Background: an optimization exercise with open tools, aiming at small area and a short achievable clock period. Do not read the settings as production practice.
The RTL of this run was laid out without a check of its function.
Power is estimated from default activity; no workload was simulated.

==> flow/constraint.sdc <==
create_clock -name core_clock -period 3.0 [get_ports {clk}]
set_input_delay 0.6000 -clock core_clock [delete_from_list [all_inputs] [get_ports {clk}]]
set_output_delay 0.6000 -clock core_clock [all_outputs]
set_load 0.01 [all_outputs]
==> flow/design.v <==
`timescale 1ns / 1ps
module Optimized_Wallace(
    input clk, rst,
    input [15:0] A, B,
    output reg [31:0] PRODUCT
);
    reg [15:0] ra;
    reg rb15;
    reg one0;
    reg two0;
    reg neg0;
    reg one1;
    reg two1;
    reg neg1;
    reg one2;
    reg two2;
    reg neg2;
    reg one3;
    reg two3;
    reg neg3;
    reg one4;
    reg two4;
    reg neg4;
    reg one5;
    reg two5;
    reg neg5;
    reg one6;
    reg two6;
    reg neg6;
    reg one7;
    reg two7;
    reg neg7;
    reg [127:0] r2;
    reg [75:0] r3;
    reg v1, v2, v3;
    wire pp1;
    wire pp2;
    wire pp3;
    wire pp4;
    wire pp5;
    wire pp6;
    wire pp7;
    wire pp8;
    wire pp9;
    wire pp10;
    wire pp11;
    wire pp12;
    wire pp13;
    wire pp14;
    wire pp15;
    wire pp16;
    wire pp17;
    wire ns18;
    wire pp19;
    wire pp20;
    wire pp21;
    wire pp22;
    wire pp23;
    wire pp24;
    wire pp25;
    wire pp26;
    wire pp27;
    wire pp28;
    wire pp29;
    wire pp30;
    wire pp31;
    wire pp32;
    wire pp33;
    wire pp34;
    wire pp35;
    wire ns36;
    wire pp37;
    wire pp38;
    wire pp39;
    wire pp40;
    wire pp41;
    wire pp42;
    wire pp43;
    wire pp44;
    wire pp45;
    wire pp46;
    wire pp47;
    wire pp48;
    wire pp49;
    wire pp50;
    wire pp51;
    wire pp52;
    wire pp53;
    wire ns54;
    wire pp55;
    wire pp56;
    wire pp57;
    wire pp58;
    wire pp59;
    wire pp60;
    wire pp61;
    wire pp62;
    wire pp63;
    wire pp64;
    wire pp65;
    wire pp66;
    wire pp67;
    wire pp68;
    wire pp69;
    wire pp70;
    wire pp71;
    wire ns72;
    wire pp73;
    wire pp74;
    wire pp75;
    wire pp76;
    wire pp77;
    wire pp78;
    wire pp79;
    wire pp80;
    wire pp81;
    wire pp82;
    wire pp83;
    wire pp84;
    wire pp85;
    wire pp86;
    wire pp87;
    wire pp88;
    wire pp89;
    wire ns90;
    wire pp91;
    wire pp92;
    wire pp93;
    wire pp94;
    wire pp95;
    wire pp96;
    wire pp97;
    wire pp98;
    wire pp99;
    wire pp100;
    wire pp101;
    wire pp102;
    wire pp103;
    wire pp104;
    wire pp105;
    wire pp106;
    wire pp107;
    wire ns108;
    wire pp109;
    wire pp110;
    wire pp111;
    wire pp112;
    wire pp113;
    wire pp114;
    wire pp115;
    wire pp116;
    wire pp117;
    wire pp118;
    wire pp119;
    wire pp120;
    wire pp121;
    wire pp122;
    wire pp123;
    wire pp124;
    wire pp125;
    wire ns126;
    wire pp127;
    wire pp128;
    wire pp129;
    wire pp130;
    wire pp131;
    wire pp132;
    wire pp133;
    wire pp134;
    wire pp135;
    wire pp136;
    wire pp137;
    wire pp138;
    wire pp139;
    wire pp140;
    wire pp141;
    wire pp142;
    wire pp143;
    wire ns144;
    wire pp145;
    wire pp146;
    wire pp147;
    wire pp148;
    wire pp149;
    wire pp150;
    wire pp151;
    wire pp152;
    wire pp153;
    wire pp154;
    wire pp155;
    wire pp156;
    wire pp157;
    wire pp158;
    wire pp159;
    wire pp160;
    wire s161;
    wire c162;
    wire s163;
    wire c164;
    wire s165;
    wire c166;
    wire s167;
    wire c168;
    wire s169;
    wire c170;
    wire s171;
    wire c172;
    wire s173;
    wire c174;
    wire s175;
    wire c176;
    wire s177;
    wire c178;
    wire s179;
    wire c180;
    wire s181;
    wire c182;
    wire s183;
    wire c184;
    wire s185;
    wire c186;
    wire s187;
    wire c188;
    wire s189;
    wire c190;
    wire s191;
    wire c192;
    wire s193;
    wire c194;
    wire s195;
    wire c196;
    wire s197;
    wire c198;
    wire s199;
    wire c200;
    wire s201;
    wire c202;
    wire s203;
    wire c204;
    wire s205;
    wire c206;
    wire s207;
    wire c208;
    wire s209;
    wire c210;
    wire s211;
    wire c212;
    wire s213;
    wire c214;
    wire s215;
    wire c216;
    wire s217;
    wire c218;
    wire s219;
    wire c220;
    wire s221;
    wire c222;
    wire s223;
    wire c224;
    wire s225;
    wire c226;
    wire s227;
    wire c228;
    wire s229;
    wire c230;
    wire s231;
    wire c232;
    wire s233;
    wire c234;
    wire s235;
    wire c236;
    wire s237;
    wire c238;
    wire s239;
    wire c240;
    wire s241;
    wire c242;
    wire s243;
    wire c244;
    wire s245;
    wire c246;
    wire s247;
    wire c248;
    wire s249;
    wire c250;
    wire s251;
    wire c252;
    wire s253;
    wire c254;
    wire s255;
    wire c256;
    wire s257;
    wire c258;
    wire s259;
    wire c260;
    wire s261;
    wire c262;
    wire s263;
    wire c264;
    wire s265;
    wire c266;
    wire s267;
    wire c268;
    wire s269;
    wire c270;
    wire s271;
    wire c272;
    wire s273;
    wire c274;
    wire s275;
    wire c276;
    wire s277;
    wire c278;
    wire s279;
    wire c280;
    wire s281;
    wire c282;
    wire s283;
    wire c284;
    wire s285;
    wire c286;
    wire s287;
    wire c288;
    wire s289;
    wire c290;
    wire s291;
    wire c292;
    wire s293;
    wire c294;
    wire s295;
    wire c296;
    wire s297;
    wire c298;
    wire s299;
    wire c300;
    wire s301;
    wire c302;
    wire s303;
    wire c304;
    wire s305;
    wire c306;
    wire s307;
    wire c308;
    wire s309;
    wire c310;
    wire s311;
    wire c312;
    wire s313;
    wire c314;
    wire s315;
    wire c316;
    wire s317;
    wire c318;
    wire s319;
    wire c320;
    wire s321;
    wire c322;
    wire s323;
    wire c324;
    wire s325;
    wire c326;
    wire s327;
    wire c328;
    wire s329;
    wire c330;
    wire s331;
    wire c332;
    wire s333;
    wire c334;
    wire s335;
    wire c336;
    wire s337;
    wire c338;
    wire s339;
    wire c340;
    wire s341;
    wire c342;
    wire s343;
    wire c344;
    wire s345;
    wire c346;
    wire s347;
    wire c348;
    wire s349;
    wire c350;
    wire s351;
    wire c352;
    wire s353;
    wire c354;
    wire s355;
    wire c356;
    wire s357;
    wire c358;
    wire s359;
    wire c360;
    wire s361;
    wire c362;
    wire s363;
    wire c364;
    wire s365;
    wire c366;
    wire s367;
    wire c368;
    wire s369;
    wire c370;
    wire s371;
    wire c372;
    wire s373;
    wire c374;
    wire s375;
    wire c376;
    wire s377;
    wire c378;
    wire s379;
    wire c380;
    wire s381;
    wire c382;
    wire s383;
    wire c384;
    wire s385;
    wire c386;
    wire s387;
    wire c388;
    wire s389;
    wire c390;
    wire s391;
    wire c392;
    wire s393;
    wire c394;
    wire s395;
    wire c396;
    wire s397;
    wire c398;
    wire s399;
    wire c400;
    wire s401;
    wire c402;
    wire s403;
    wire c404;
    wire s405;
    wire c406;
    wire s407;
    wire c408;
    wire s409;
    wire c410;
    wire s411;
    wire c412;
    wire s413;
    wire c414;
    wire s415;
    wire c416;
    wire s417;
    wire c418;
    wire s419;
    wire c420;
    wire s421;
    wire c422;
    wire s423;
    wire c424;
    wire s425;
    wire c426;
    wire s427;
    wire c428;
    wire s429;
    wire c430;
    wire s431;
    wire c432;
    wire s433;
    wire c434;
    wire s435;
    wire c436;
    assign pp1 = ((one0 & ra[0])) ^ neg0;
    assign pp2 = ((one0 & ra[1]) | (two0 & ra[0])) ^ neg0;
    assign pp3 = ((one0 & ra[2]) | (two0 & ra[1])) ^ neg0;
    assign pp4 = ((one0 & ra[3]) | (two0 & ra[2])) ^ neg0;
    assign pp5 = ((one0 & ra[4]) | (two0 & ra[3])) ^ neg0;
    assign pp6 = ((one0 & ra[5]) | (two0 & ra[4])) ^ neg0;
    assign pp7 = ((one0 & ra[6]) | (two0 & ra[5])) ^ neg0;
    assign pp8 = ((one0 & ra[7]) | (two0 & ra[6])) ^ neg0;
    assign pp9 = ((one0 & ra[8]) | (two0 & ra[7])) ^ neg0;
    assign pp10 = ((one0 & ra[9]) | (two0 & ra[8])) ^ neg0;
    assign pp11 = ((one0 & ra[10]) | (two0 & ra[9])) ^ neg0;
    assign pp12 = ((one0 & ra[11]) | (two0 & ra[10])) ^ neg0;
    assign pp13 = ((one0 & ra[12]) | (two0 & ra[11])) ^ neg0;
    assign pp14 = ((one0 & ra[13]) | (two0 & ra[12])) ^ neg0;
    assign pp15 = ((one0 & ra[14]) | (two0 & ra[13])) ^ neg0;
    assign pp16 = ((one0 & ra[15]) | (two0 & ra[14])) ^ neg0;
    assign pp17 = ((two0 & ra[15])) ^ neg0;
    assign ns18 = ~neg0;
    assign pp19 = ((one1 & ra[0])) ^ neg1;
    assign pp20 = ((one1 & ra[1]) | (two1 & ra[0])) ^ neg1;
    assign pp21 = ((one1 & ra[2]) | (two1 & ra[1])) ^ neg1;
    assign pp22 = ((one1 & ra[3]) | (two1 & ra[2])) ^ neg1;
    assign pp23 = ((one1 & ra[4]) | (two1 & ra[3])) ^ neg1;
    assign pp24 = ((one1 & ra[5]) | (two1 & ra[4])) ^ neg1;
    assign pp25 = ((one1 & ra[6]) | (two1 & ra[5])) ^ neg1;
    assign pp26 = ((one1 & ra[7]) | (two1 & ra[6])) ^ neg1;
    assign pp27 = ((one1 & ra[8]) | (two1 & ra[7])) ^ neg1;
    assign pp28 = ((one1 & ra[9]) | (two1 & ra[8])) ^ neg1;
    assign pp29 = ((one1 & ra[10]) | (two1 & ra[9])) ^ neg1;
    assign pp30 = ((one1 & ra[11]) | (two1 & ra[10])) ^ neg1;
    assign pp31 = ((one1 & ra[12]) | (two1 & ra[11])) ^ neg1;
    assign pp32 = ((one1 & ra[13]) | (two1 & ra[12])) ^ neg1;
    assign pp33 = ((one1 & ra[14]) | (two1 & ra[13])) ^ neg1;
    assign pp34 = ((one1 & ra[15]) | (two1 & ra[14])) ^ neg1;
    assign pp35 = ((two1 & ra[15])) ^ neg1;
    assign ns36 = ~neg1;
    assign pp37 = ((one2 & ra[0])) ^ neg2;
    assign pp38 = ((one2 & ra[1]) | (two2 & ra[0])) ^ neg2;
    assign pp39 = ((one2 & ra[2]) | (two2 & ra[1])) ^ neg2;
    assign pp40 = ((one2 & ra[3]) | (two2 & ra[2])) ^ neg2;
    assign pp41 = ((one2 & ra[4]) | (two2 & ra[3])) ^ neg2;
    assign pp42 = ((one2 & ra[5]) | (two2 & ra[4])) ^ neg2;
    assign pp43 = ((one2 & ra[6]) | (two2 & ra[5])) ^ neg2;
    assign pp44 = ((one2 & ra[7]) | (two2 & ra[6])) ^ neg2;
    assign pp45 = ((one2 & ra[8]) | (two2 & ra[7])) ^ neg2;
    assign pp46 = ((one2 & ra[9]) | (two2 & ra[8])) ^ neg2;
    assign pp47 = ((one2 & ra[10]) | (two2 & ra[9])) ^ neg2;
    assign pp48 = ((one2 & ra[11]) | (two2 & ra[10])) ^ neg2;
    assign pp49 = ((one2 & ra[12]) | (two2 & ra[11])) ^ neg2;
    assign pp50 = ((one2 & ra[13]) | (two2 & ra[12])) ^ neg2;
    assign pp51 = ((one2 & ra[14]) | (two2 & ra[13])) ^ neg2;
    assign pp52 = ((one2 & ra[15]) | (two2 & ra[14])) ^ neg2;
    assign pp53 = ((two2 & ra[15])) ^ neg2;
    assign ns54 = ~neg2;
    assign pp55 = ((one3 & ra[0])) ^ neg3;
    assign pp56 = ((one3 & ra[1]) | (two3 & ra[0])) ^ neg3;
    assign pp57 = ((one3 & ra[2]) | (two3 & ra[1])) ^ neg3;
    assign pp58 = ((one3 & ra[3]) | (two3 & ra[2])) ^ neg3;
    assign pp59 = ((one3 & ra[4]) | (two3 & ra[3])) ^ neg3;
    assign pp60 = ((one3 & ra[5]) | (two3 & ra[4])) ^ neg3;
    assign pp61 = ((one3 & ra[6]) | (two3 & ra[5])) ^ neg3;
    assign pp62 = ((one3 & ra[7]) | (two3 & ra[6])) ^ neg3;
    assign pp63 = ((one3 & ra[8]) | (two3 & ra[7])) ^ neg3;
    assign pp64 = ((one3 & ra[9]) | (two3 & ra[8])) ^ neg3;
    assign pp65 = ((one3 & ra[10]) | (two3 & ra[9])) ^ neg3;
    assign pp66 = ((one3 & ra[11]) | (two3 & ra[10])) ^ neg3;
    assign pp67 = ((one3 & ra[12]) | (two3 & ra[11])) ^ neg3;
    assign pp68 = ((one3 & ra[13]) | (two3 & ra[12])) ^ neg3;
    assign pp69 = ((one3 & ra[14]) | (two3 & ra[13])) ^ neg3;
    assign pp70 = ((one3 & ra[15]) | (two3 & ra[14])) ^ neg3;
    assign pp71 = ((two3 & ra[15])) ^ neg3;
    assign ns72 = ~neg3;
    assign pp73 = ((one4 & ra[0])) ^ neg4;
    assign pp74 = ((one4 & ra[1]) | (two4 & ra[0])) ^ neg4;
    assign pp75 = ((one4 & ra[2]) | (two4 & ra[1])) ^ neg4;
    assign pp76 = ((one4 & ra[3]) | (two4 & ra[2])) ^ neg4;
    assign pp77 = ((one4 & ra[4]) | (two4 & ra[3])) ^ neg4;
    assign pp78 = ((one4 & ra[5]) | (two4 & ra[4])) ^ neg4;
    assign pp79 = ((one4 & ra[6]) | (two4 & ra[5])) ^ neg4;
    assign pp80 = ((one4 & ra[7]) | (two4 & ra[6])) ^ neg4;
    assign pp81 = ((one4 & ra[8]) | (two4 & ra[7])) ^ neg4;
    assign pp82 = ((one4 & ra[9]) | (two4 & ra[8])) ^ neg4;
    assign pp83 = ((one4 & ra[10]) | (two4 & ra[9])) ^ neg4;
    assign pp84 = ((one4 & ra[11]) | (two4 & ra[10])) ^ neg4;
    assign pp85 = ((one4 & ra[12]) | (two4 & ra[11])) ^ neg4;
    assign pp86 = ((one4 & ra[13]) | (two4 & ra[12])) ^ neg4;
    assign pp87 = ((one4 & ra[14]) | (two4 & ra[13])) ^ neg4;
    assign pp88 = ((one4 & ra[15]) | (two4 & ra[14])) ^ neg4;
    assign pp89 = ((two4 & ra[15])) ^ neg4;
    assign ns90 = ~neg4;
    assign pp91 = ((one5 & ra[0])) ^ neg5;
    assign pp92 = ((one5 & ra[1]) | (two5 & ra[0])) ^ neg5;
    assign pp93 = ((one5 & ra[2]) | (two5 & ra[1])) ^ neg5;
    assign pp94 = ((one5 & ra[3]) | (two5 & ra[2])) ^ neg5;
    assign pp95 = ((one5 & ra[4]) | (two5 & ra[3])) ^ neg5;
    assign pp96 = ((one5 & ra[5]) | (two5 & ra[4])) ^ neg5;
    assign pp97 = ((one5 & ra[6]) | (two5 & ra[5])) ^ neg5;
    assign pp98 = ((one5 & ra[7]) | (two5 & ra[6])) ^ neg5;
    assign pp99 = ((one5 & ra[8]) | (two5 & ra[7])) ^ neg5;
    assign pp100 = ((one5 & ra[9]) | (two5 & ra[8])) ^ neg5;
    assign pp101 = ((one5 & ra[10]) | (two5 & ra[9])) ^ neg5;
    assign pp102 = ((one5 & ra[11]) | (two5 & ra[10])) ^ neg5;
    assign pp103 = ((one5 & ra[12]) | (two5 & ra[11])) ^ neg5;
    assign pp104 = ((one5 & ra[13]) | (two5 & ra[12])) ^ neg5;
    assign pp105 = ((one5 & ra[14]) | (two5 & ra[13])) ^ neg5;
    assign pp106 = ((one5 & ra[15]) | (two5 & ra[14])) ^ neg5;
    assign pp107 = ((two5 & ra[15])) ^ neg5;
    assign ns108 = ~neg5;
    assign pp109 = ((one6 & ra[0])) ^ neg6;
    assign pp110 = ((one6 & ra[1]) | (two6 & ra[0])) ^ neg6;
    assign pp111 = ((one6 & ra[2]) | (two6 & ra[1])) ^ neg6;
    assign pp112 = ((one6 & ra[3]) | (two6 & ra[2])) ^ neg6;
    assign pp113 = ((one6 & ra[4]) | (two6 & ra[3])) ^ neg6;
    assign pp114 = ((one6 & ra[5]) | (two6 & ra[4])) ^ neg6;
    assign pp115 = ((one6 & ra[6]) | (two6 & ra[5])) ^ neg6;
    assign pp116 = ((one6 & ra[7]) | (two6 & ra[6])) ^ neg6;
    assign pp117 = ((one6 & ra[8]) | (two6 & ra[7])) ^ neg6;
    assign pp118 = ((one6 & ra[9]) | (two6 & ra[8])) ^ neg6;
    assign pp119 = ((one6 & ra[10]) | (two6 & ra[9])) ^ neg6;
    assign pp120 = ((one6 & ra[11]) | (two6 & ra[10])) ^ neg6;
    assign pp121 = ((one6 & ra[12]) | (two6 & ra[11])) ^ neg6;
    assign pp122 = ((one6 & ra[13]) | (two6 & ra[12])) ^ neg6;
    assign pp123 = ((one6 & ra[14]) | (two6 & ra[13])) ^ neg6;
    assign pp124 = ((one6 & ra[15]) | (two6 & ra[14])) ^ neg6;
    assign pp125 = ((two6 & ra[15])) ^ neg6;
    assign ns126 = ~neg6;
    assign pp127 = ((one7 & ra[0])) ^ neg7;
    assign pp128 = ((one7 & ra[1]) | (two7 & ra[0])) ^ neg7;
    assign pp129 = ((one7 & ra[2]) | (two7 & ra[1])) ^ neg7;
    assign pp130 = ((one7 & ra[3]) | (two7 & ra[2])) ^ neg7;
    assign pp131 = ((one7 & ra[4]) | (two7 & ra[3])) ^ neg7;
    assign pp132 = ((one7 & ra[5]) | (two7 & ra[4])) ^ neg7;
    assign pp133 = ((one7 & ra[6]) | (two7 & ra[5])) ^ neg7;
    assign pp134 = ((one7 & ra[7]) | (two7 & ra[6])) ^ neg7;
    assign pp135 = ((one7 & ra[8]) | (two7 & ra[7])) ^ neg7;
    assign pp136 = ((one7 & ra[9]) | (two7 & ra[8])) ^ neg7;
    assign pp137 = ((one7 & ra[10]) | (two7 & ra[9])) ^ neg7;
    assign pp138 = ((one7 & ra[11]) | (two7 & ra[10])) ^ neg7;
    assign pp139 = ((one7 & ra[12]) | (two7 & ra[11])) ^ neg7;
    assign pp140 = ((one7 & ra[13]) | (two7 & ra[12])) ^ neg7;
    assign pp141 = ((one7 & ra[14]) | (two7 & ra[13])) ^ neg7;
    assign pp142 = ((one7 & ra[15]) | (two7 & ra[14])) ^ neg7;
    assign pp143 = ((two7 & ra[15])) ^ neg7;
    assign ns144 = ~neg7;
    assign pp145 = rb15 & ra[0];
    assign pp146 = rb15 & ra[1];
    assign pp147 = rb15 & ra[2];
    assign pp148 = rb15 & ra[3];
    assign pp149 = rb15 & ra[4];
    assign pp150 = rb15 & ra[5];
    assign pp151 = rb15 & ra[6];
    assign pp152 = rb15 & ra[7];
    assign pp153 = rb15 & ra[8];
    assign pp154 = rb15 & ra[9];
    assign pp155 = rb15 & ra[10];
    assign pp156 = rb15 & ra[11];
    assign pp157 = rb15 & ra[12];
    assign pp158 = rb15 & ra[13];
    assign pp159 = rb15 & ra[14];
    assign pp160 = rb15 & ra[15];
    assign s161 = neg0 ^ pp1;
    assign c162 = neg0 & pp1;
    assign s163 = pp2 ^ c162;
    assign c164 = pp2 & c162;
    assign s165 = neg1 ^ pp3 ^ pp19;
    assign c166 = (neg1 & pp3) | (neg1 & pp19) | (pp3 & pp19);
    assign s167 = neg2 ^ pp5 ^ pp21;
    assign c168 = (neg2 & pp5) | (neg2 & pp21) | (pp5 & pp21);
    assign s169 = pp6 ^ pp22 ^ pp38;
    assign c170 = (pp6 & pp22) | (pp6 & pp38) | (pp22 & pp38);
    assign s171 = neg3 ^ pp7 ^ pp23;
    assign c172 = (neg3 & pp7) | (neg3 & pp23) | (pp7 & pp23);
    assign s173 = pp8 ^ pp24 ^ pp40;
    assign c174 = (pp8 & pp24) | (pp8 & pp40) | (pp24 & pp40);
    assign s175 = neg4 ^ pp9 ^ pp25;
    assign c176 = (neg4 & pp9) | (neg4 & pp25) | (pp9 & pp25);
    assign s177 = pp41 ^ pp57 ^ pp73;
    assign c178 = (pp41 & pp57) | (pp41 & pp73) | (pp57 & pp73);
    assign s179 = pp10 ^ pp26 ^ pp42;
    assign c180 = (pp10 & pp26) | (pp10 & pp42) | (pp26 & pp42);
    assign s181 = neg5 ^ pp11 ^ pp27;
    assign c182 = (neg5 & pp11) | (neg5 & pp27) | (pp11 & pp27);
    assign s183 = pp43 ^ pp59 ^ pp75;
    assign c184 = (pp43 & pp59) | (pp43 & pp75) | (pp59 & pp75);
    assign s185 = pp12 ^ pp28 ^ pp44;
    assign c186 = (pp12 & pp28) | (pp12 & pp44) | (pp28 & pp44);
    assign s187 = pp60 ^ pp76 ^ pp92;
    assign c188 = (pp60 & pp76) | (pp60 & pp92) | (pp76 & pp92);
    assign s189 = neg6 ^ pp13 ^ pp29;
    assign c190 = (neg6 & pp13) | (neg6 & pp29) | (pp13 & pp29);
    assign s191 = pp45 ^ pp61 ^ pp77;
    assign c192 = (pp45 & pp61) | (pp45 & pp77) | (pp61 & pp77);
    assign s193 = pp14 ^ pp30 ^ pp46;
    assign c194 = (pp14 & pp30) | (pp14 & pp46) | (pp30 & pp46);
    assign s195 = pp62 ^ pp78 ^ pp94;
    assign c196 = (pp62 & pp78) | (pp62 & pp94) | (pp78 & pp94);
    assign s197 = neg7 ^ pp15 ^ pp31;
    assign c198 = (neg7 & pp15) | (neg7 & pp31) | (pp15 & pp31);
    assign s199 = pp47 ^ pp63 ^ pp79;
    assign c200 = (pp47 & pp63) | (pp47 & pp79) | (pp63 & pp79);
    assign s201 = pp95 ^ pp111 ^ pp127;
    assign c202 = (pp95 & pp111) | (pp95 & pp127) | (pp111 & pp127);
    assign s203 = pp16 ^ pp32 ^ pp48;
    assign c204 = (pp16 & pp32) | (pp16 & pp48) | (pp32 & pp48);
    assign s205 = pp64 ^ pp80 ^ pp96;
    assign c206 = (pp64 & pp80) | (pp64 & pp96) | (pp80 & pp96);
    assign s207 = pp145 ^ pp17 ^ pp33;
    assign c208 = (pp145 & pp17) | (pp145 & pp33) | (pp17 & pp33);
    assign s209 = pp49 ^ pp65 ^ pp81;
    assign c210 = (pp49 & pp65) | (pp49 & pp81) | (pp65 & pp81);
    assign s211 = pp97 ^ pp113 ^ pp129;
    assign c212 = (pp97 & pp113) | (pp97 & pp129) | (pp113 & pp129);
    assign s213 = 1'b1 ^ ns18 ^ pp146;
    assign c214 = (1'b1 & ns18) | (1'b1 & pp146) | (ns18 & pp146);
    assign s215 = pp34 ^ pp50 ^ pp66;
    assign c216 = (pp34 & pp50) | (pp34 & pp66) | (pp50 & pp66);
    assign s217 = pp82 ^ pp98 ^ pp114;
    assign c218 = (pp82 & pp98) | (pp82 & pp114) | (pp98 & pp114);
    assign s219 = 1'b1 ^ pp147 ^ pp35;
    assign c220 = (1'b1 & pp147) | (1'b1 & pp35) | (pp147 & pp35);
    assign s221 = pp51 ^ pp67 ^ pp83;
    assign c222 = (pp51 & pp67) | (pp51 & pp83) | (pp67 & pp83);
    assign s223 = pp99 ^ pp115 ^ pp131;
    assign c224 = (pp99 & pp115) | (pp99 & pp131) | (pp115 & pp131);
    assign s225 = ns36 ^ pp148 ^ pp52;
    assign c226 = (ns36 & pp148) | (ns36 & pp52) | (pp148 & pp52);
    assign s227 = pp68 ^ pp84 ^ pp100;
    assign c228 = (pp68 & pp84) | (pp68 & pp100) | (pp84 & pp100);
    assign s229 = 1'b1 ^ pp149 ^ pp53;
    assign c230 = (1'b1 & pp149) | (1'b1 & pp53) | (pp149 & pp53);
    assign s231 = pp69 ^ pp85 ^ pp101;
    assign c232 = (pp69 & pp85) | (pp69 & pp101) | (pp85 & pp101);
    assign s233 = ns54 ^ pp150 ^ pp70;
    assign c234 = (ns54 & pp150) | (ns54 & pp70) | (pp150 & pp70);
    assign s235 = pp86 ^ pp102 ^ pp118;
    assign c236 = (pp86 & pp102) | (pp86 & pp118) | (pp102 & pp118);
    assign s237 = 1'b1 ^ pp151 ^ pp71;
    assign c238 = (1'b1 & pp151) | (1'b1 & pp71) | (pp151 & pp71);
    assign s239 = pp87 ^ pp103 ^ pp119;
    assign c240 = (pp87 & pp103) | (pp87 & pp119) | (pp103 & pp119);
    assign s241 = ns72 ^ pp152 ^ pp88;
    assign c242 = (ns72 & pp152) | (ns72 & pp88) | (pp152 & pp88);
    assign s243 = pp104 ^ pp120 ^ pp136;
    assign c244 = (pp104 & pp120) | (pp104 & pp136) | (pp120 & pp136);
    assign s245 = 1'b1 ^ pp153 ^ pp89;
    assign c246 = (1'b1 & pp153) | (1'b1 & pp89) | (pp153 & pp89);
    assign s247 = pp105 ^ pp121 ^ pp137;
    assign c248 = (pp105 & pp121) | (pp105 & pp137) | (pp121 & pp137);
    assign s249 = ns90 ^ pp154 ^ pp106;
    assign c250 = (ns90 & pp154) | (ns90 & pp106) | (pp154 & pp106);
    assign s251 = 1'b1 ^ pp155 ^ pp107;
    assign c252 = (1'b1 & pp155) | (1'b1 & pp107) | (pp155 & pp107);
    assign s253 = ns108 ^ pp156 ^ pp124;
    assign c254 = (ns108 & pp156) | (ns108 & pp124) | (pp156 & pp124);
    assign s255 = 1'b1 ^ pp157 ^ pp125;
    assign c256 = (1'b1 & pp157) | (1'b1 & pp125) | (pp157 & pp125);
    assign s257 = ns126 ^ pp158 ^ pp142;
    assign c258 = (ns126 & pp158) | (ns126 & pp142) | (pp158 & pp142);
    assign s259 = 1'b1 ^ pp159 ^ pp143;
    assign c260 = (1'b1 & pp159) | (1'b1 & pp143) | (pp159 & pp143);
    assign s261 = r2[2] ^ r2[3];
    assign c262 = r2[2] & r2[3];
    assign s263 = r2[4] ^ r2[5] ^ r2[6];
    assign c264 = (r2[4] & r2[5]) | (r2[4] & r2[6]) | (r2[5] & r2[6]);
    assign s265 = c262 ^ s263;
    assign c266 = c262 & s263;
    assign s267 = r2[7] ^ r2[8] ^ c264;
    assign c268 = (r2[7] & r2[8]) | (r2[7] & c264) | (r2[8] & c264);
    assign s269 = r2[11] ^ r2[12] ^ r2[13];
    assign c270 = (r2[11] & r2[12]) | (r2[11] & r2[13]) | (r2[12] & r2[13]);
    assign s271 = r2[15] ^ r2[16] ^ r2[17];
    assign c272 = (r2[15] & r2[16]) | (r2[15] & r2[17]) | (r2[16] & r2[17]);
    assign s273 = r2[18] ^ r2[19] ^ r2[20];
    assign c274 = (r2[18] & r2[19]) | (r2[18] & r2[20]) | (r2[19] & r2[20]);
    assign s275 = r2[21] ^ r2[22] ^ r2[23];
    assign c276 = (r2[21] & r2[22]) | (r2[21] & r2[23]) | (r2[22] & r2[23]);
    assign s277 = r2[24] ^ r2[25] ^ c274;
    assign c278 = (r2[24] & r2[25]) | (r2[24] & c274) | (r2[25] & c274);
    assign s279 = r2[26] ^ r2[27] ^ r2[28];
    assign c280 = (r2[26] & r2[27]) | (r2[26] & r2[28]) | (r2[27] & r2[28]);
    assign s281 = r2[29] ^ c276 ^ s279;
    assign c282 = (r2[29] & c276) | (r2[29] & s279) | (c276 & s279);
    assign s283 = r2[30] ^ r2[31] ^ r2[32];
    assign c284 = (r2[30] & r2[31]) | (r2[30] & r2[32]) | (r2[31] & r2[32]);
    assign s285 = r2[33] ^ c280 ^ s283;
    assign c286 = (r2[33] & c280) | (r2[33] & s283) | (c280 & s283);
    assign s287 = r2[34] ^ r2[35] ^ r2[36];
    assign c288 = (r2[34] & r2[35]) | (r2[34] & r2[36]) | (r2[35] & r2[36]);
    assign s289 = r2[37] ^ r2[38] ^ r2[39];
    assign c290 = (r2[37] & r2[38]) | (r2[37] & r2[39]) | (r2[38] & r2[39]);
    assign s291 = c284 ^ s287 ^ s289;
    assign c292 = (c284 & s287) | (c284 & s289) | (s287 & s289);
    assign s293 = r2[40] ^ r2[41] ^ r2[42];
    assign c294 = (r2[40] & r2[41]) | (r2[40] & r2[42]) | (r2[41] & r2[42]);
    assign s295 = r2[43] ^ r2[44] ^ c288;
    assign c296 = (r2[43] & r2[44]) | (r2[43] & c288) | (r2[44] & c288);
    assign s297 = r2[45] ^ r2[46] ^ r2[47];
    assign c298 = (r2[45] & r2[46]) | (r2[45] & r2[47]) | (r2[46] & r2[47]);
    assign s299 = r2[48] ^ r2[49] ^ c294;
    assign c300 = (r2[48] & r2[49]) | (r2[48] & c294) | (r2[49] & c294);
    assign s301 = r2[50] ^ r2[51] ^ r2[52];
    assign c302 = (r2[50] & r2[51]) | (r2[50] & r2[52]) | (r2[51] & r2[52]);
    assign s303 = r2[53] ^ r2[54] ^ r2[55];
    assign c304 = (r2[53] & r2[54]) | (r2[53] & r2[55]) | (r2[54] & r2[55]);
    assign s305 = r2[56] ^ c298 ^ s301;
    assign c306 = (r2[56] & c298) | (r2[56] & s301) | (c298 & s301);
    assign s307 = r2[57] ^ r2[58] ^ r2[59];
    assign c308 = (r2[57] & r2[58]) | (r2[57] & r2[59]) | (r2[58] & r2[59]);
    assign s309 = r2[60] ^ r2[61] ^ c302;
    assign c310 = (r2[60] & r2[61]) | (r2[60] & c302) | (r2[61] & c302);
    assign s311 = r2[62] ^ r2[63] ^ r2[64];
    assign c312 = (r2[62] & r2[63]) | (r2[62] & r2[64]) | (r2[63] & r2[64]);
    assign s313 = r2[65] ^ r2[66] ^ r2[67];
    assign c314 = (r2[65] & r2[66]) | (r2[65] & r2[67]) | (r2[66] & r2[67]);
    assign s315 = r2[68] ^ c308 ^ s311;
    assign c316 = (r2[68] & c308) | (r2[68] & s311) | (c308 & s311);
    assign s317 = r2[69] ^ r2[70] ^ r2[71];
    assign c318 = (r2[69] & r2[70]) | (r2[69] & r2[71]) | (r2[70] & r2[71]);
    assign s319 = r2[72] ^ r2[73] ^ r2[74];
    assign c320 = (r2[72] & r2[73]) | (r2[72] & r2[74]) | (r2[73] & r2[74]);
    assign s321 = c312 ^ c314 ^ s317;
    assign c322 = (c312 & c314) | (c312 & s317) | (c314 & s317);
    assign s323 = r2[75] ^ r2[76] ^ r2[77];
    assign c324 = (r2[75] & r2[76]) | (r2[75] & r2[77]) | (r2[76] & r2[77]);
    assign s325 = r2[78] ^ r2[79] ^ r2[80];
    assign c326 = (r2[78] & r2[79]) | (r2[78] & r2[80]) | (r2[79] & r2[80]);
    assign s327 = r2[81] ^ c318 ^ c320;
    assign c328 = (r2[81] & c318) | (r2[81] & c320) | (c318 & c320);
    assign s329 = r2[82] ^ r2[83] ^ r2[84];
    assign c330 = (r2[82] & r2[83]) | (r2[82] & r2[84]) | (r2[83] & r2[84]);
    assign s331 = r2[85] ^ r2[86] ^ r2[87];
    assign c332 = (r2[85] & r2[86]) | (r2[85] & r2[87]) | (r2[86] & r2[87]);
    assign s333 = c324 ^ c326 ^ s329;
    assign c334 = (c324 & c326) | (c324 & s329) | (c326 & s329);
    assign s335 = r2[88] ^ r2[89] ^ r2[90];
    assign c336 = (r2[88] & r2[89]) | (r2[88] & r2[90]) | (r2[89] & r2[90]);
    assign s337 = r2[91] ^ r2[92] ^ c330;
    assign c338 = (r2[91] & r2[92]) | (r2[91] & c330) | (r2[92] & c330);
    assign s339 = r2[93] ^ r2[94] ^ r2[95];
    assign c340 = (r2[93] & r2[94]) | (r2[93] & r2[95]) | (r2[94] & r2[95]);
    assign s341 = r2[96] ^ r2[97] ^ c336;
    assign c342 = (r2[96] & r2[97]) | (r2[96] & c336) | (r2[97] & c336);
    assign s343 = r2[98] ^ r2[99] ^ r2[100];
    assign c344 = (r2[98] & r2[99]) | (r2[98] & r2[100]) | (r2[99] & r2[100]);
    assign s345 = r2[101] ^ c340 ^ s343;
    assign c346 = (r2[101] & c340) | (r2[101] & s343) | (c340 & s343);
    assign s347 = r2[102] ^ r2[103] ^ r2[104];
    assign c348 = (r2[102] & r2[103]) | (r2[102] & r2[104]) | (r2[103] & r2[104]);
    assign s349 = r2[105] ^ c344 ^ s347;
    assign c350 = (r2[105] & c344) | (r2[105] & s347) | (c344 & s347);
    assign s351 = r2[106] ^ r2[107] ^ r2[108];
    assign c352 = (r2[106] & r2[107]) | (r2[106] & r2[108]) | (r2[107] & r2[108]);
    assign s353 = r2[109] ^ r2[110] ^ c348;
    assign c354 = (r2[109] & r2[110]) | (r2[109] & c348) | (r2[110] & c348);
    assign s355 = r2[111] ^ r2[112] ^ r2[113];
    assign c356 = (r2[111] & r2[112]) | (r2[111] & r2[113]) | (r2[112] & r2[113]);
    assign s357 = r2[114] ^ c352 ^ s355;
    assign c358 = (r2[114] & c352) | (r2[114] & s355) | (c352 & s355);
    assign s359 = r2[115] ^ r2[116] ^ r2[117];
    assign c360 = (r2[115] & r2[116]) | (r2[115] & r2[117]) | (r2[116] & r2[117]);
    assign s361 = r2[118] ^ r2[119] ^ r2[120];
    assign c362 = (r2[118] & r2[119]) | (r2[118] & r2[120]) | (r2[119] & r2[120]);
    assign s363 = r2[121] ^ r2[122] ^ c362;
    assign c364 = (r2[121] & r2[122]) | (r2[121] & c362) | (r2[122] & c362);
    assign s365 = r2[125] ^ r2[126] ^ r2[127];
    assign c366 = (r2[125] & r2[126]) | (r2[125] & r2[127]) | (r2[126] & r2[127]);
    assign s367 = r3[6] ^ r3[7] ^ r3[8];
    assign c368 = (r3[6] & r3[7]) | (r3[6] & r3[8]) | (r3[7] & r3[8]);
    assign s369 = r3[9] ^ r3[10] ^ c368;
    assign c370 = (r3[9] & r3[10]) | (r3[9] & c368) | (r3[10] & c368);
    assign s371 = r3[11] ^ r3[12] ^ c370;
    assign c372 = (r3[11] & r3[12]) | (r3[11] & c370) | (r3[12] & c370);
    assign s373 = r3[13] ^ r3[14] ^ c372;
    assign c374 = (r3[13] & r3[14]) | (r3[13] & c372) | (r3[14] & c372);
    assign s375 = r3[15] ^ r3[16] ^ c374;
    assign c376 = (r3[15] & r3[16]) | (r3[15] & c374) | (r3[16] & c374);
    assign s377 = r3[17] ^ r3[18] ^ c376;
    assign c378 = (r3[17] & r3[18]) | (r3[17] & c376) | (r3[18] & c376);
    assign s379 = r3[19] ^ r3[20] ^ c378;
    assign c380 = (r3[19] & r3[20]) | (r3[19] & c378) | (r3[20] & c378);
    assign s381 = r3[21] ^ r3[22] ^ c380;
    assign c382 = (r3[21] & r3[22]) | (r3[21] & c380) | (r3[22] & c380);
    assign s383 = r3[23] ^ r3[24] ^ r3[25];
    assign c384 = (r3[23] & r3[24]) | (r3[23] & r3[25]) | (r3[24] & r3[25]);
    assign s385 = r3[26] ^ s383 ^ c382;
    assign c386 = (r3[26] & s383) | (r3[26] & c382) | (s383 & c382);
    assign s387 = r3[27] ^ r3[28] ^ r3[29];
    assign c388 = (r3[27] & r3[28]) | (r3[27] & r3[29]) | (r3[28] & r3[29]);
    assign s389 = c384 ^ s387 ^ c386;
    assign c390 = (c384 & s387) | (c384 & c386) | (s387 & c386);
    assign s391 = r3[30] ^ r3[31] ^ r3[32];
    assign c392 = (r3[30] & r3[31]) | (r3[30] & r3[32]) | (r3[31] & r3[32]);
    assign s393 = c388 ^ s391 ^ c390;
    assign c394 = (c388 & s391) | (c388 & c390) | (s391 & c390);
    assign s395 = r3[33] ^ r3[34] ^ r3[35];
    assign c396 = (r3[33] & r3[34]) | (r3[33] & r3[35]) | (r3[34] & r3[35]);
    assign s397 = r3[36] ^ c392 ^ s395;
    assign c398 = (r3[36] & c392) | (r3[36] & s395) | (c392 & s395);
    assign s399 = r3[37] ^ r3[38] ^ r3[39];
    assign c400 = (r3[37] & r3[38]) | (r3[37] & r3[39]) | (r3[38] & r3[39]);
    assign s401 = c396 ^ s399 ^ c398;
    assign c402 = (c396 & s399) | (c396 & c398) | (s399 & c398);
    assign s403 = r3[40] ^ r3[41] ^ r3[42];
    assign c404 = (r3[40] & r3[41]) | (r3[40] & r3[42]) | (r3[41] & r3[42]);
    assign s405 = c400 ^ s403 ^ c402;
    assign c406 = (c400 & s403) | (c400 & c402) | (s403 & c402);
    assign s407 = r3[43] ^ r3[44] ^ r3[45];
    assign c408 = (r3[43] & r3[44]) | (r3[43] & r3[45]) | (r3[44] & r3[45]);
    assign s409 = r3[46] ^ c404 ^ s407;
    assign c410 = (r3[46] & c404) | (r3[46] & s407) | (c404 & s407);
    assign s411 = r3[47] ^ r3[48] ^ r3[49];
    assign c412 = (r3[47] & r3[48]) | (r3[47] & r3[49]) | (r3[48] & r3[49]);
    assign s413 = c408 ^ s411 ^ c410;
    assign c414 = (c408 & s411) | (c408 & c410) | (s411 & c410);
    assign s415 = r3[50] ^ r3[51] ^ r3[52];
    assign c416 = (r3[50] & r3[51]) | (r3[50] & r3[52]) | (r3[51] & r3[52]);
    assign s417 = r3[53] ^ c412 ^ s415;
    assign c418 = (r3[53] & c412) | (r3[53] & s415) | (c412 & s415);
    assign s419 = r3[54] ^ r3[55] ^ r3[56];
    assign c420 = (r3[54] & r3[55]) | (r3[54] & r3[56]) | (r3[55] & r3[56]);
    assign s421 = c416 ^ s419 ^ c418;
    assign c422 = (c416 & s419) | (c416 & c418) | (s419 & c418);
    assign s423 = r3[57] ^ r3[58] ^ c420;
    assign c424 = (r3[57] & r3[58]) | (r3[57] & c420) | (r3[58] & c420);
    assign s425 = r3[59] ^ r3[60] ^ c424;
    assign c426 = (r3[59] & r3[60]) | (r3[59] & c424) | (r3[60] & c424);
    assign s427 = r3[61] ^ r3[62] ^ r3[63];
    assign c428 = (r3[61] & r3[62]) | (r3[61] & r3[63]) | (r3[62] & r3[63]);
    assign s429 = r3[64] ^ r3[65] ^ c428;
    assign c430 = (r3[64] & r3[65]) | (r3[64] & c428) | (r3[65] & c428);
    assign s431 = r3[66] ^ r3[67] ^ r3[68];
    assign c432 = (r3[66] & r3[67]) | (r3[66] & r3[68]) | (r3[67] & r3[68]);
    assign s433 = r3[69] ^ r3[70] ^ c432;
    assign c434 = (r3[69] & r3[70]) | (r3[69] & c432) | (r3[70] & c432);
    assign s435 = r3[72] ^ r3[73] ^ r3[74];
    assign c436 = (r3[72] & r3[73]) | (r3[72] & r3[74]) | (r3[73] & r3[74]);
    wire [31:0] opx = {r3[75], s435, r3[71], s433, s431, s429, s427, s425, s423, s421, s417, s413, s409, s405, s401, s397, s393, s389, s385, s381, s379, s377, s375, s373, s371, s369, s367, r3[4], r3[3], r3[2], r3[1], r3[0]};
    wire [31:0] opy = {c436, 1'b0, c434, 1'b0, c430, 1'b0, c426, 1'b0, c422, 1'b0, c414, 1'b0, c406, 1'b0, 1'b0, c394, 1'b0, 1'b0, 1'b0, 1'b0, 1'b0, 1'b0, 1'b0, 1'b0, 1'b0, 1'b0, 1'b0, r3[5], 1'b0, 1'b0, 1'b0, 1'b0};
    wire [31:0] sum = opx + opy;
    always @(posedge clk or posedge rst) begin
        if (rst) begin
            v1 <= 1'b0; v2 <= 1'b0; v3 <= 1'b0;
            PRODUCT <= 32'd0;
        end else begin
            v1 <= 1'b1; v2 <= v1; v3 <= v2;
            PRODUCT <= sum & {32{v3}};
        end
    end
    always @(posedge clk) begin
        ra <= A;
        rb15 <= B[15];
        one0 <= B[0] ^ 1'b0;
        two0 <= (B[1] & ~B[0] & ~1'b0) | (~B[1] & B[0] & 1'b0);
        neg0 <= B[1] & ~(B[0] & 1'b0);
        one1 <= B[2] ^ B[1];
        two1 <= (B[3] & ~B[2] & ~B[1]) | (~B[3] & B[2] & B[1]);
        neg1 <= B[3] & ~(B[2] & B[1]);
        one2 <= B[4] ^ B[3];
        two2 <= (B[5] & ~B[4] & ~B[3]) | (~B[5] & B[4] & B[3]);
        neg2 <= B[5] & ~(B[4] & B[3]);
        one3 <= B[6] ^ B[5];
        two3 <= (B[7] & ~B[6] & ~B[5]) | (~B[7] & B[6] & B[5]);
        neg3 <= B[7] & ~(B[6] & B[5]);
        one4 <= B[8] ^ B[7];
        two4 <= (B[9] & ~B[8] & ~B[7]) | (~B[9] & B[8] & B[7]);
        neg4 <= B[9] & ~(B[8] & B[7]);
        one5 <= B[10] ^ B[9];
        two5 <= (B[11] & ~B[10] & ~B[9]) | (~B[11] & B[10] & B[9]);
        neg5 <= B[11] & ~(B[10] & B[9]);
        one6 <= B[12] ^ B[11];
        two6 <= (B[13] & ~B[12] & ~B[11]) | (~B[13] & B[12] & B[11]);
        neg6 <= B[13] & ~(B[12] & B[11]);
        one7 <= B[14] ^ B[13];
        two7 <= (B[15] & ~B[14] & ~B[13]) | (~B[15] & B[14] & B[13]);
        neg7 <= B[15] & ~(B[14] & B[13]);
        r2 <= {c260, pp160, ns144, s259, c258, s257, c256, s255, c254, pp141, s253, c252, pp140, s251, c250, pp139, pp123, s249, c248, c246, pp138, pp122, s247, s245, c244, c242, s243, s241, c240, c238, s239, s237, c236, c234, pp135, s235, s233, c232, c230, pp134, s231, s229, c228, c226, pp133, pp117, s227, s225, c224, c222, c220, pp132, pp116, s223, s221, s219, c218, c216, c214, s217, s215, c212, c210, c208, s213, pp130, s211, s209, s207, c206, c204, s205, s203, c202, c200, c198, pp128, pp112, s201, s199, s197, c196, c194, s195, s193, c192, c190, pp110, s191, s189, c188, c186, pp109, pp93, s187, s185, c184, c182, s183, s181, c180, pp91, s179, c178, c176, pp74, pp58, s177, s175, c174, s173, c172, pp56, s171, c170, pp55, pp39, s169, c168, s167, pp37, c166, pp20, pp4, s165, c164, s163, s161};
        r3 <= {s365, c364, r2[124], r2[123], s363, s361, c360, c358, s359, c356, s357, c354, s353, c350, s351, s349, c346, s345, c342, s341, c338, s339, s337, c334, s335, c332, s333, c328, s331, s327, c322, s325, s323, s321, c316, s319, s315, c310, s313, s309, c306, s307, c304, s305, c300, s303, s299, c296, s297, s295, c292, s293, c290, s291, c286, s285, c282, s281, c278, s277, s275, s273, c272, s271, c270, s269, r2[14], c268, r2[10], r2[9], s267, c266, s265, s261, r2[1], r2[0]};
    end
endmodule
==> flow/config.mk <==
export PLATFORM = sky130hd
export DESIGN_NAME = Optimized_Wallace
export DESIGN_NICKNAME = Optimized_Wallace
export VERILOG_FILES = /design/flow/design.v
export SDC_FILE = /design/flow/constraint.sdc
export NUM_CORES = 4
export LEC_CHECK = 0
export CAP_MARGIN = 20
export CORE_MARGIN = 2
export CORE_UTILIZATION = 40
export SLEW_MARGIN = 20
==> flow/run.sh <==
#!/bin/bash
# synth_recipe.tcl (not shown) runs the flow's synth.tcl, then flattens the netlist and writes it again
# the make line also repeats each setting of config.mk as NAME=value (left out here)
make -C /OpenROAD-flow-scripts/flow DESIGN_CONFIG=/design/flow/config.mk WORK_HOME=/design/flow/orfs CLKGATE_MAP_FILE= SYNTH_SCRIPT=/design/flow/synth_recipe.tcl finish
==> impl_metrics.prom <==
# TYPE chip_impl_metric gauge
chip_impl_info{name="status",value="finished with violations"} 1
chip_impl_info{name="checkFailReasons",value="negative setup slack"} 1
chip_impl_metric{name="netlist-cell-type-count",unit=""} 48
chip_impl_info{name="critical_path.slowest_cell",value="sky130_fd_sc_hd__fa_1"} 1
chip_impl_metric{name="use_met1",unit=""} 0.2408
chip_impl_metric{name="postCtsHoldBufs",unit=""} 0
chip_impl_metric{name="fin_crit_sh",unit=""} 1.761
chip_impl_metric{name="syn-num-nets",unit=""} 1358
chip_impl_info{name="end_kind",value="register"} 1
chip_impl_info{name="yosys_most_used_dff",value="sky130_fd_sc_hd__dfxtp_1"} 1
chip_impl_metric{name="floorplan.initialDensity",unit=""} 0.4043
chip_impl_info{name="most_common_cell_in_the_netlist",value="sky130_fd_sc_hd__dfxtp_1"} 1
chip_impl_metric{name="detailedPlace.worstSlack",unit="ps"} -2374
chip_impl_metric{name="syn_area",unit="sq um"} 13090
chip_impl_metric{name="worst_ep_required_time",unit="ps"} 3440
chip_impl_metric{name="ys_async_sr_fraction",unit=""} 0.1250
chip_impl_metric{name="yosys_warnings",unit=""} 1
chip_impl_metric{name="cts_inserted_buffers",unit=""} 30
chip_impl_info{name="cts_root_buffer",value="sky130_fd_sc_hd__clkbuf_16"} 1
chip_impl_metric{name="firstDrtPassIters",unit=""} 5
chip_impl_info{name="ys_top_cells_by_count",value="sky130_fd_sc_hd__dfxtp_1 (245), sky130_fd_sc_hd__inv_1 (195), sky130_fd_sc_hd__xnor2_1 (146), sky130_fd_sc_hd__fa_1 (124), sky130_fd_sc_hd__a22oi_1 (120)"} 1
chip_impl_metric{name="finalWorstPathRequiredPeriod",unit="ps"} 5282
chip_impl_metric{name="synth.yosys.seq_area_share",unit=""} 0.4417
chip_impl_info{name="worst_path_most_repeated_cell",value="sky130_fd_sc_hd__fa_2"} 1
chip_impl_metric{name="die_width",unit="um"} 184.9
chip_impl_metric{name="ctsHtreeMaxLevel",unit=""} 1
chip_impl_metric{name="finalHoldViolCount",unit=""} 0
chip_impl_metric{name="worstMarginPinSlew",unit="ps"} 916.0
chip_impl_metric{name="portBuffers",unit=""} 65
chip_impl_metric{name="ant_nets",unit=""} 0
chip_impl_metric{name="worst_clock_skew_on_the_final_layout",unit="ps"} 11.55
chip_impl_metric{name="grt_pass1_wl",unit="um"} 45380
chip_impl_metric{name="gr-usage-all-layers",unit=""} 0.1692
chip_impl_info{name="library_cell_occupying_the_most_area_in_the_post_synthesis_netlist",value="sky130_fd_sc_hd__dfxtp_1"} 1
chip_impl_info{name="cts_tree",value="built"} 1
chip_impl_metric{name="fin_hold_ws",unit="ps"} 326.2
chip_impl_metric{name="post_synth.cell_area_avg",unit="sq um"} 11.16
chip_impl_metric{name="drc",unit=""} 0
chip_impl_metric{name="drt_iter0_drc",unit=""} 434
chip_impl_metric{name="via_count",unit=""} 8033
chip_impl_metric{name="setup_viol",unit=""} 21
chip_impl_metric{name="total_power",unit="uW"} 20880
chip_impl_metric{name="die_area",unit="sq um"} 34180
chip_impl_metric{name="drt-vias-per-instance",unit=""} 4.711
chip_impl_info{name="timing.setup.critical_path_class",value="reg2reg"} 1
chip_impl_metric{name="worst-path-max-fanout",unit=""} 4
chip_impl_metric{name="avgRoutedWirePerCell",unit="um"} 16.28
chip_impl_metric{name="num_rows",unit=""} 66
chip_impl_metric{name="drt-total-wl",unit="um"} 27760
chip_impl_metric{name="power.density_cell_area",unit="nW/um^2"} 1339
chip_impl_metric{name="routabilityCongestion",unit=""} 0.8382
chip_impl_metric{name="die_y",unit="um"} 184.9
chip_impl_metric{name="syn-instance-count",unit=""} 1173
chip_impl_metric{name="cp_data_arrival_time",unit="ps"} 5720
chip_impl_metric{name="ctsLongestPathBuffers",unit=""} 3
chip_impl_metric{name="synth_enable_flop_cells",unit=""} 0
chip_impl_metric{name="ys_ff_latch",unit=""} 280
chip_impl_metric{name="leakage",unit="uW"} 0.006743
chip_impl_metric{name="achievable-frequency",unit="GHz"} 0.1893
chip_impl_metric{name="numClockSinks",unit=""} 280
chip_impl_info{name="routing_layer_with_the_top_usage_in_global_route",value="met2"} 1
chip_impl_metric{name="drive_gt1_frac",unit=""} 0.1156
chip_impl_metric{name="critical-path-max-stage-delay",unit="ps"} 410
chip_impl_info{name="unrepaired_setup_endpoints_after_global_routing",value="yes"} 1
chip_impl_metric{name="ioPinCount",unit=""} 66
chip_impl_metric{name="yosys.area.top_type_share",unit=""} 0.3748
chip_impl_metric{name="ir_worst_vdd",unit="mV"} 0.9110
chip_impl_metric{name="timing.slew.headroom",unit=""} 0.3885
chip_impl_metric{name="core",unit="sq um"} 32370
chip_impl_metric{name="syn_to_final_growth",unit="%"} 19.15
chip_impl_info{name="netlist_top_cells_area",value="sky130_fd_sc_hd__dfxtp_1 (37%), sky130_fd_sc_hd__fa_1 (19%), sky130_fd_sc_hd__xnor2_1 (9.8%)"} 1
chip_impl_metric{name="worst_skew_pair.late_latency",unit="ps"} 550
chip_impl_metric{name="dpl_wire_length",unit="um"} 19430
chip_impl_metric{name="drv.max_cap_violation_count",unit=""} 0
chip_impl_metric{name="grt.met3_usage",unit=""} 0.03382
chip_impl_metric{name="num-nets-final",unit=""} 1425
chip_impl_metric{name="globalRouteMet2Util",unit=""} 0.2644
chip_impl_metric{name="num_antenna_cells",unit=""} 0
chip_impl_metric{name="maxSlewViolCount",unit=""} 0
chip_impl_info{name="min-delay-path-class",value="reg2reg"} 1
chip_impl_metric{name="grt_pass1_vias",unit=""} 8483
chip_impl_metric{name="antenna_found_initial",unit=""} 0
chip_impl_metric{name="n_fill_cell",unit=""} 2959
chip_impl_info{name="cp_cell_instances",value="fa_2 -> inv_2 -> fa_2 -> fa_2 -> fa_2 -> fa_2 -> fa_2 -> fa_2 -> fa_2 -> inv_2 -> fa_2 -> inv_2 -> fa_2 -> inv_2 -> fa_1 -> and4bb_2 -> a41oi_4 -> buf_6 -> o221ai_2 -> xnor2_1 -> and2_1"} 1
chip_impl_metric{name="grt_start_max_net_pins",unit=""} 36
chip_impl_metric{name="clk_transition_reported_paths",unit="ps"} 60
chip_impl_info{name="start_kind",value="register"} 1
chip_impl_metric{name="grt.overflow.total",unit=""} 0
chip_impl_metric{name="worst_slack",unit="ps"} -2282
## through the flow
step	setup TNS, ps	instances	area (sq um)	utilization
2_1_floorplan	-36360	1173	13130	-
3_3_place_gp	-40000	1646	14380	0.4443
3_5_place_dp	-41040	1646	14380	0.4443
4_1_cts	-40820	1703	15550	0.4805
5_1_grt	-44190	1705	15590	0.4817
6_report	-40670	1705	15590	0.4817
## where the power goes
part | switching, uW | internal (uW)
Sequential | 641 | 4960
Combinational | 5490 | 5870
Clock | 1490 | 2430
Total | 7620 | 13300
## cell type report
| cell class | instances | area [sq um] | share of cell area |
|---|---|---|---|
| Sequential cell | 280 | 5784 | 0.3709 |
| Tap cell | 442 | 553.0 | 0.03546 |
| Timing Repair Buffer | 119 | 1090 | 0.06989 |
| Clock inverter | 15 | 193.9 | 0.01244 |
| Multi-Input combinational cell | 614 | 6350 | 0.4072 |
| Clock buffer | 40 | 890.9 | 0.05713 |
| Inverter | 195 | 732.0 | 0.04694 |
## registers in the layout (all words and copies together), names as in the netlist, 16 cells and up
register / flops
PRODUCT: 32
ra: 16
r3: 76
r2: 128
## kinds of logic after synthesis
| group | count (synthesis) | synth area share |
|---|---|---|
| other cells | 1 | 0.0002865 |
| xor+xnor | 151 | 0.1011 |
| compound gates | 162 | 0.09178 |
| simple gates | 143 | 0.06424 |
| buf+inv | 279 | 0.08078 |
| mux | 6 | 0.004685 |
| fa+ha+maj | 151 | 0.2155 |
| flops | 280 | 0.4417 |
## layer usage
metal / part of all wire / vias to the layer above
met5: 0 / -
met4: 0.016 / 0
met3: 0.075 / 39
met2: 0.44 / 250
met1: 0.47 / 3953
li1: - / 3791
## cells in the final DEF (no fill, tap or decap), drive strengths merged, types with 35 or more instances in the layout
master,count
xnor2,146
a22oi,120
clkdlybuf4s50,65
clkbuf,40
dfxtp,245
inv,199
fa,124
dfrtp,35
nand2,38
buf,54
## repair_timing
item | 4_1_cts | 5_1_grt
resized for setup | 20 | 5
endpoints found under the setup margin | 22 | 22
pin swaps | 9 | 5
setup buffers | 3 | 4
## worst paths after layout
check / startpoint / cells past startpoint / slack, ps / end
worst min register to register: r2[123] / 0 / 330 / r3[72]
min in group asynchronous: rst / 3 / 460 / PRODUCT[17]
max in group asynchronous: rst / 3 / 2210 / PRODUCT[13]
worst max-delay path: r3[7] / 21 / -2280 / PRODUCT[26]
worst min-delay path: r2[123] / 0 / 330 / r3[72]
worst max register to register: r3[7] / 21 / -2280 / PRODUCT[26]
## worst max-delay path, delay by kind of cell, from the launching register on
family | cells | cell delay [ps]
flops | 1 | 340
simple gates | 2 | 450
buf+inv | 5 | 340
compound gates | 2 | 280
xor+xnor | 1 | 140
fa+ha+maj | 11 | 3620

-- static timing again, ports no longer ideal --
How much do the figures lean on ideal ports? The routed layout below was timed once more, with nothing changed but the port constraints. Step 1 (the two cells are an assumption about what drives the block):
set clk [get_ports {clk}]
set_driving_cell -lib_cell sky130_fd_sc_hd__clkbuf_16 $clk
set_driving_cell -lib_cell sky130_fd_sc_hd__buf_2 [delete_from_list [all_inputs] $clk]
Step 2 times the ports against the registers' clock, not the clock port: input delays grow and output delays shrink by t, the midpoint of the rising clock arrivals with the driver on. Slacks: ideal ports / drivers / drivers and shift; pairs: ideal ports / drivers.
t, ns: 0.591
slack for setup (ns): -2.282 / -2.282 / -2.282
worst hold slack (ns): 0.326 / 0.326 / 0.326
worst setup path after step 2: register to register
latest minus earliest clock arrival (ns): 0.013 / 0.012
The setup slack of this run moves by 0.000 ns with the drivers and by 0.000 ns with both steps.
